From an optimization exercise on the open Yosys and OpenROAD flow, aimed at small area and a short achievable clock period; shortcuts taken in it are not production practice. Function was checked by simulation only, so behaviour that the tests miss may differ from the original. No activity file was given, so power comes from the tool's default toggle rates.

==> run a: inputs <==
==> flow/design.v <==
module zero_cross 
						(input clk,
						input reset,
						input enable,
						input signed [11:0] x,
						output reg flag,
						output     flag_int    
						);
	reg s_anterior, s_atual;
	reg flag_n;
	always @ (posedge clk) begin
		if (enable) begin
			s_atual    <= x[11];
			s_anterior <= s_atual;
			flag       <= s_atual & ~s_anterior;
			flag_n     <= ~(s_atual & ~s_anterior);
		end else begin
			flag   <= 1'b0;
			flag_n <= 1'b1;
		end
	end
	assign flag_int = ~flag_n;
endmodule
module top_level (input clk,
						input reset,
						input signed [11:0] entrada,
						input amostra_pronta,
						output flag,
						output reg ctrl,
						output reg [15:0] cnt,
						output reg [15:0] contagem_final,
						output [24:0] freq
						);
	wire flag_i;    
	zero_cross  cruza_zero     (.clk(clk),
										 .reset(reset),
										 .enable(amostra_pronta),
										 .x(entrada),
										 .flag(flag),
										 .flag_int(flag_i)
										);
	function [16:0] add16;    
		input [15:0] a;
		input [15:0] b;
		input        ci;
		integer i;
		reg c;
		begin
			c = ci;
			for (i = 0; i < 16; i = i + 1) begin
				add16[i] = a[i] ^ b[i] ^ c;
				c = (a[i] & b[i]) | (c & (a[i] ^ b[i]));
			end
			add16[16] = c;
		end
	endfunction
	function [15:0] inc16;    
		input [15:0] a;
		integer i;
		reg c;
		begin
			c = 1'b1;
			for (i = 0; i < 16; i = i + 1) begin
				inc16[i] = a[i] ^ c;
				c = c & a[i];
			end
		end
	endfunction
	wire [15:0] cnt_inc = inc16(cnt);
	always @ (posedge clk) begin
		if (reset) begin
			if (flag_i) ctrl <= ~ctrl;
			if (ctrl) cnt <= cnt_inc;
			else cnt <= 16'd0;
		end else begin
			ctrl <= 1'b0;
			cnt <= 16'd0;
		end
	end
	always @ (posedge clk) begin
		if (reset) begin
			if (ctrl & flag_i) contagem_final <= cnt_inc;
		end
		else contagem_final <= 16'd0;
	end
	reg [15:0] Qb, R;
	reg [9:0]  D;
	reg [10:0] Sb;
	reg [4:0]  Eb;
	reg [6:0]  T;
	wire [11:0] m2  = {inc16({5'd0, cnt_inc[11:1]}), cnt_inc[0]};
	wire [11:0] m2n = ~m2;
	wire [16:0] t1  = add16({5'd0, R[10:0]}, {4'd0, 1'b1, Sb}, 1'b1);           
	wire        c1  = ~t1[12] & (R[15:11] == 5'd0);                             
	wire [16:0] Qbn = add16(Qb, {6'd0, D}, c1);                                 
	wire [16:0] Rn  = add16(c1 ? cnt_inc : {R[15:11], 11'd0}, {{4{t1[11]}}, t1[11:0]}, c1);
	wire [16:0] y2b = add16({3'd0, 2'b11, Sb}, {5'd0, T, 1'b0}, c1);           
	wire        c2a = ~y2b[12];
	wire [16:0] s1b = add16({4'd0, y2b[11:0]}, {4'd0, m2n}, 1'b1);             
	wire        c2b = c2a & ~s1b[11] & (cnt[15:8] == 8'd0);
	wire [16:0] s2b = add16({8'd0, s1b[7:0]}, {8'd0, m2n[7:0]}, 1'b1);         
	wire [10:0] Sbn = c2b ? {3'b111, s2b[7:0]} : (c2a ? s1b[10:0] : y2b[10:0]);
	wire [16:0] Dn  = add16({6'd0, D}, {6'd0, 4'b1111, Eb, ~c2b}, ~c2a);       
	wire [16:0] y3a = add16({9'd0, T}, {8'd0, 2'b11, Eb, ~c2b}, ~c2a);         
	wire [16:0] y3  = add16({8'd0, y3a[7:0]}, {8'd0, 3'b111, Eb}, 1'b1);       
	wire        c3  = y3[7];
	wire [16:0] Ebn = add16({11'd0, Eb}, 16'd0, c3);                            
	wire [16:0] Tn  = add16({9'd0, y3[6:0]}, {9'd0, c3 ? m2[6:0] : 7'd0}, c3);  
	always @ (posedge clk) begin
		if (cnt == 16'd42) begin
			Qb <= ~16'd45454; R <= 16'd24; D <= 10'd1010; Sb <= ~11'd4; Eb <= ~5'd21; T <= 7'd44;
		end else begin
			Qb <= Qbn[15:0]; R <= Rn[15:0]; D <= Dn[9:0]; Sb <= Sbn; Eb <= Ebn[4:0]; T <= Tn[6:0];
		end
	end
	wire        wrap = (cnt == 16'hffff);
	reg  [20:0] f_next;
	always @* begin
		f_next = wrap ? 21'd1 : {5'd0, ~Qb};
		if (cnt[15:6] == 10'd0) begin
			case (cnt[5:0])
				6'd0: f_next = 21'd2000000;
				6'd1: f_next = 21'd1000000;
				6'd2: f_next = 21'd666666;
				6'd3: f_next = 21'd500000;
				6'd4: f_next = 21'd400000;
				6'd5: f_next = 21'd333333;
				6'd6: f_next = 21'd285714;
				6'd7: f_next = 21'd250000;
				6'd8: f_next = 21'd222222;
				6'd9: f_next = 21'd200000;
				6'd10: f_next = 21'd181818;
				6'd11: f_next = 21'd166666;
				6'd12: f_next = 21'd153846;
				6'd13: f_next = 21'd142857;
				6'd14: f_next = 21'd133333;
				6'd15: f_next = 21'd125000;
				6'd16: f_next = 21'd117647;
				6'd17: f_next = 21'd111111;
				6'd18: f_next = 21'd105263;
				6'd19: f_next = 21'd100000;
				6'd20: f_next = 21'd95238;
				6'd21: f_next = 21'd90909;
				6'd22: f_next = 21'd86956;
				6'd23: f_next = 21'd83333;
				6'd24: f_next = 21'd80000;
				6'd25: f_next = 21'd76923;
				6'd26: f_next = 21'd74074;
				6'd27: f_next = 21'd71428;
				6'd28: f_next = 21'd68965;
				6'd29: f_next = 21'd66666;
				6'd30: f_next = 21'd64516;
				6'd31: f_next = 21'd62500;
				6'd32: f_next = 21'd60606;
				6'd33: f_next = 21'd58823;
				6'd34: f_next = 21'd57142;
				6'd35: f_next = 21'd55555;
				6'd36: f_next = 21'd54054;
				6'd37: f_next = 21'd52631;
				6'd38: f_next = 21'd51282;
				6'd39: f_next = 21'd50000;
				6'd40: f_next = 21'd48780;
				6'd41: f_next = 21'd47619;
				6'd42: f_next = 21'd46511;
				default: ;
			endcase
		end
	end
	reg [20:0] freq_r;
	always @ (posedge clk) begin
		if (reset) begin
			if (ctrl & flag_i) freq_r <= f_next;
		end
		else freq_r <= 21'd1;
	end
	assign freq = {4'd0, freq_r};
endmodule
==> flow/flow/run.sh <==
#!/bin/bash
# The standard layout (standard.sh) with four changes:
#  1. after the standard synthesis, its combinational logic is re-mapped by
#     flow/resyn.tcl with each ABC script in flow/abc/ (with and without the
#     standard netlist's adder cells kept), and the smallest result is used.
#     Every flip-flop keeps its instance name and cell type, which is checked,
#     and flow/equiv.ys proves the chosen netlist equivalent to the standard one
#     before the layout goes on;
#  2. the port buffers that global placement inserts are buf_1 cells;
#  3. repair_timing aims at 70.5 ns of setup slack (a 19.5 ns period) instead of 0,
#     so that it also speeds up the paths from the inputs and to the outputs,
#     by resizing cells and swapping pins only;
#  4. clock tree synthesis inserts no dummy load cells.
# Each tool's output goes to a log file of its own in this folder.
set -euo pipefail
export BUFFER_PORTS_ARGS="-buffer_cell sky130_fd_sc_hd__buf_1"
export SETUP_SLACK_MARGIN=70.5
export SETUP_MOVE_SEQUENCE="sizeup,swap"
export CTS_ARGS="-sink_clustering_enable -repair_clock_nets -buf_list sky130_fd_sc_hd__clkbuf_8 -dont_use_dummy_load"
RES=orfs/results/sky130hd/top_level/base
bash standard.sh synth > flow_1_synth.log 2>&1
cp $RES/1_2_yosys.v std_netlist.v
export LIB=$FLOW_HOME/platforms/sky130hd/lib/sky130_fd_sc_hd__tt_025C_1v80.lib
export IN_NETLIST=std_netlist.v TOP=$FLOW_TOP
export DONT_USE_LIST="$(grep -m1 '^abc -script' orfs/logs/sky130hd/top_level/base/1_2_yosys.log | grep -o -- '-dont_use [^ ]*' | sed 's/-dont_use //' | tr '\n' ' ')"
ffs() { grep -oE 'sky130_fd_sc_hd__[a-z]*df[a-z]*_[0-9]+ +[^ ]+' "$1" | sort; }
ffs std_netlist.v > std_ffs.txt
: > resyn_areas.txt
for s in flow/abc/*.abc; do
  for k in 0 1; do
    n=resyn_$(basename $s .abc)_k$k
    if ABC_SCRIPT=$s KEEP_ADDERS=$k OUT_NETLIST=$n.v OUT_STAT=$n.stat yosys -c flow/resyn.tcl > flow_2_$n.log 2>&1 \
       && ffs $n.v | cmp -s - std_ffs.txt; then
      echo "$(grep 'Chip area' $n.stat | awk '{print $NF}') $n" >> resyn_areas.txt
    fi
  done
done
sort -g resyn_areas.txt > resyn_ranked.txt
chosen=""
while read -r area n; do
  sed -e "s#LIBFILE#$LIB#" -e "s#TOPNAME#$FLOW_TOP#g" -e "s#resyn_netlist.v#$n.v#" flow/equiv.ys > equiv_$n.ys
  if yosys equiv_$n.ys > flow_3_equiv_$n.log 2>&1; then chosen=$n; break; fi
done < resyn_ranked.txt
echo "chosen: ${chosen:-standard netlist}" > flow_4_choice.log
if [[ -n "$chosen" ]]; then
  cp $chosen.v $RES/1_2_yosys.v
  rm -f $RES/1_synth.odb $RES/1_synth.sdc
fi
bash standard.sh finish > flow_5_finish.log 2>&1
==> flow/flow/abc/s1.abc <==
strash; dc2; dc2; strash; &get -n; &dch -f; &nf -R 1000; &put; strash; dc2; dc2; &get -n; &dch -f; &nf -R 1000; &put; topo; buffer -N 10; dnsize -c
==> flow/flow/abc/s2.abc <==
strash; dc2; dc2; strash; &get -n; &dch -f; &nf -R 1000; &put; strash; dc2; dc2; &get -n; &dch -f; &nf -R 1000; &put; strash; dc2; dc2; &get -n; &dch -f; &nf -R 1000; &put; topo; buffer -N 10; dnsize -c
==> flow/flow/abc/s3.abc <==
strash; &get -n; &fraig -x; &put; scorr; dc2; dretime; strash; &get -n; &dch -f; &nf -R 1000; &put; strash; dc2; &get -n; &dch -f; &nf -R 1000; &put; topo; buffer -N 10; dnsize -c
==> flow/flow/abc/s4.abc <==
strash; dc2; dc2; strash; &get -n; &dch -f; &nf -R 1000 -F 4 -A 4; &put; strash; dc2; dc2; &get -n; &dch -f; &nf -R 1000 -F 4 -A 4; &put; topo; buffer -N 10; dnsize -c
==> flow/flow/abc/s5.abc <==
strash; dc2; dc2; strash; &get -n; &dch -f; &nf -R 2000; &put; strash; &get -n; &dch -f; &nf -R 2000; &put; topo; buffer -N 10; dnsize -c
==> flow/flow/equiv.ys <==
# Proves that the re-mapped netlist does what the standard synthesis netlist does
# (registers paired by instance name); fails the flow otherwise.
read_liberty -ignore_miss_func LIBFILE
read_verilog std_netlist.v
rename TOPNAME gold
read_verilog resyn_netlist.v
rename TOPNAME gate
flatten gold gate
rename -hide w:_*_.*
rename -hide w:_*_
opt_clean -purge
equiv_make gold gate eq
hierarchy -top eq
equiv_simple -seq 1
equiv_induct
equiv_status -assert
==> flow/flow/resyn.tcl <==
# Re-maps the combinational logic of the standard synthesis netlist with the
# ABC script $ABC_SCRIPT. Every flip-flop instance (name and cell type) is kept
# as the standard synthesis made it; with KEEP_ADDERS=1 its full and half
# adder cells are kept too.
yosys -import
set lib $::env(LIB)
read_liberty -ignore_miss_func $lib
read_verilog $::env(IN_NETLIST)
hierarchy -top $::env(TOP)
set keep {sky130_fd_sc_hd__dfxtp_1 sky130_fd_sc_hd__dfxtp_2 sky130_fd_sc_hd__dfxtp_4 sky130_fd_sc_hd__edfxtp_1 sky130_fd_sc_hd__dfxbp_1 sky130_fd_sc_hd__dfxbp_2 sky130_fd_sc_hd__dfrtp_1 sky130_fd_sc_hd__dfstp_1 sky130_fd_sc_hd__dfrtp_2 sky130_fd_sc_hd__dfrtp_4}
if { $::env(KEEP_ADDERS) } { lappend keep sky130_fd_sc_hd__fa_1 sky130_fd_sc_hd__ha_1 }
foreach m $keep { catch { blackbox $m } }
flatten
yosys rename -hide w:_*_.*
opt_clean
set dont_use {}
foreach c $::env(DONT_USE_LIST) { lappend dont_use -dont_use $c }
abc -script $::env(ABC_SCRIPT) -liberty $lib {*}$dont_use
opt_clean -purge
hilomap -hicell sky130_fd_sc_hd__conb_1 HI -locell sky130_fd_sc_hd__conb_1 LO
splitnets
yosys rename -hide w:_*_.*
opt_clean -purge
tee -o $::env(OUT_STAT) stat -liberty $lib
write_verilog -noattr -nohex -nodec $::env(OUT_NETLIST)
==> flow/standard.sh <==
#!/bin/bash
# synth_recipe.tcl (not shown) runs the flow's synth.tcl, then flattens the netlist and writes it again
# the make line also repeats each setting of config.mk as NAME=value (left out here)
make -C /OpenROAD-flow-scripts/flow DESIGN_CONFIG=/design/flow/config.mk WORK_HOME=/design/flow/orfs CLKGATE_MAP_FILE= SYNTH_SCRIPT=/design/flow/synth_recipe.tcl "${@:-finish}"
==> flow/config.mk <==
export PLATFORM = sky130hd
export DESIGN_NAME = top_level
export DESIGN_NICKNAME = top_level
export VERILOG_FILES = /design/flow/design.v
export SDC_FILE = /design/flow/constraint.sdc
export NUM_CORES = 4
export LEC_CHECK = 0
export ABC_AREA = 1
export CAP_MARGIN = 20
export CORE_MARGIN = 2
export CORE_UTILIZATION = 55
export CTS_BUF_LIST = sky130_fd_sc_hd__clkbuf_8
export SLEW_MARGIN = 20
==> flow/constraint.sdc <==
create_clock -name core_clock -period 90.0 [get_ports {clk}]
set_input_delay 18.0000 -clock core_clock [delete_from_list [all_inputs] [get_ports {clk}]]
set_output_delay 18.0000 -clock core_clock [all_outputs]
set_load 0.01 [all_outputs]
==> run b (differences from run a) <==
--- a/flow/flow/run.sh
+++ b/flow/flow/run.sh
@@ -7,14 +7,14 @@
 #     and flow/equiv.ys proves the chosen netlist equivalent to the standard one
 #     before the layout goes on;
 #  2. the port buffers that global placement inserts are buf_1 cells;
-#  3. repair_timing aims at 70.5 ns of setup slack (a 19.5 ns period) instead of 0,
+#  3. repair_timing aims at 70.8 ns of setup slack (a 19.2 ns period) instead of 0,
 #     so that it also speeds up the paths from the inputs and to the outputs,
 #     by resizing cells and swapping pins only;
 #  4. clock tree synthesis inserts no dummy load cells.
 # Each tool's output goes to a log file of its own in this folder.
 set -euo pipefail
 export BUFFER_PORTS_ARGS="-buffer_cell sky130_fd_sc_hd__buf_1"
-export SETUP_SLACK_MARGIN=70.5
+export SETUP_SLACK_MARGIN=70.8
 export SETUP_MOVE_SEQUENCE="sizeup,swap"
 export CTS_ARGS="-sink_clustering_enable -repair_clock_nets -buf_list sky130_fd_sc_hd__clkbuf_8 -dont_use_dummy_load"
 RES=orfs/results/sky130hd/top_level/base
==> flow/flow/abc/s6.abc (new file) <==
strash; &get -n; &deepsyn -T 60; &put; strash; &get -n; &dch -f; &nf -R 1000; &put; strash; dc2; &get -n; &dch -f; &nf -R 1000; &put; topo; buffer -N 10; dnsize -c
==> flow/flow/abc/s7.abc (new file) <==
strash; dc2; &get -n; &deepsyn -T 20 -S 2; &put; strash; &get -n; &dch -f; &nf -R 1000; &put; topo; buffer -N 10; dnsize -c
Settings changed: CORE_UTILIZATION 55 to 45.
==> run c (differences from run a) <==
--- a/flow/flow/run.sh
+++ b/flow/flow/run.sh
@@ -7,14 +7,14 @@
 #     and flow/equiv.ys proves the chosen netlist equivalent to the standard one
 #     before the layout goes on;
 #  2. the port buffers that global placement inserts are buf_1 cells;
-#  3. repair_timing aims at 70.5 ns of setup slack (a 19.5 ns period) instead of 0,
+#  3. repair_timing aims at 71.2 ns of setup slack (an 18.8 ns period) instead of 0,
 #     so that it also speeds up the paths from the inputs and to the outputs,
 #     by resizing cells and swapping pins only;
 #  4. clock tree synthesis inserts no dummy load cells.
 # Each tool's output goes to a log file of its own in this folder.
 set -euo pipefail
 export BUFFER_PORTS_ARGS="-buffer_cell sky130_fd_sc_hd__buf_1"
-export SETUP_SLACK_MARGIN=70.5
+export SETUP_SLACK_MARGIN=71.2
 export SETUP_MOVE_SEQUENCE="sizeup,swap"
 export CTS_ARGS="-sink_clustering_enable -repair_clock_nets -buf_list sky130_fd_sc_hd__clkbuf_8 -dont_use_dummy_load"
 RES=orfs/results/sky130hd/top_level/base
==> notes.md <==
| quantity | run a | run b | run c |
|---|---|---|---|
| Destination of the worst hold path | freq_r[5] | freq_r[19] | freq_r[7] |
| Data arrival at the endpoint of the critical path | 19.74 ns | 19.61 ns | 1.04 ns |
| Number of placed instances with taps included | 1203 | 1150 | 1200 |
| F_max | 0.0516 GHz | 0.0520 GHz | 0.0525 GHz |
| Capturing element of the worst setup path | freq_r[9] | freq_r[4] | cnt[2] |
| Status | no timing/DRC/antenna violations | no timing/DRC/antenna violations | no timing/DRC/antenna violations |
| Inverters | 14 | 20 | 14 |
| Fraction of the cycle the final worst path needs | 21.6% | 21.4% | 21.2% |
| Switching power summed over all nets | 0.156 mW | 0.145 mW | 0.156 mW |
| Hold_sp | freq_r[5] | freq_r[19] | freq_r[7] |
| Global-route wire length before repair | 32500 um | 33100 um | 32800 um |
| Multi-input logic area | 4670 um2 | 4400 um2 | 4760 um2 |
| Number of nets in the synthesized netlist | 996 | 933 | 996 |
| Worst slew slack as a fraction of its limit | 55.2% | 41.8% | 38.7% |
| Worst path required time | 90.35 ns | 90.36 ns | 72.00 ns |
| Drt total wl | 20000 um | 20800 um | 20600 um |
| Internal cell power | 0.192 mW | 0.179 mW | 0.191 mW |
| Number of instances in the synthesized netlist | 981 | 918 | 981 |
| Depth of the critical timing path with buffers and inverters included | 6 | 8 | 1 |
| Routed length on met1 | 9110 um | 10000 um | 9050 um |
| # Taps | 176 | 188 | 176 |
| Maximum vdd ir drop | 0.0424 mV | 0.0318 mV | 0.0403 mV |
| Effective utilization at floorplan | 55.6% | 46.0% | 55.6% |
| Final clock-cell share | 2.94% | 3.00% | 2.73% |
| Number of global-route vias before repair | 6599 | 6112 | 6606 |
| Worst hold slack after final layout | 0.434 ns | 0.449 ns | 0.445 ns |

[what the ideal ports hide]
The results above use ideal ports. As a check the final layouts listed here were re-extracted and re-timed, cells and wires unchanged. Step 1: set_driving_cell puts a clkbuf_16 on clk and a buf_2 on each other input, an assumption about the parent block. Step 2 moves the port delays by t, midway between the first and last clock arrival at a register: inputs arrive t later, outputs are due t later. That takes back most of the time a late clock gives input paths. Slacks: ideal ports / drivers / drivers and shift; pairs: ideal ports / drivers.
run | t (ns) | setup WS [ns] | worst slew at a driven data input, ns
run a | 0.470 | 70.604 / 70.587 / 70.149 | 0.03
run b | 0.466 | 70.751 / 70.748 / 70.282 | 0.05
run c | 0.485 | 70.959 / 70.920 / 70.568 | 0.05
After both steps setup and hold are still met in every run listed. The setup slack of run b, which loses most, moves by -0.003 ns with the drivers and by -0.469 ns with both steps.
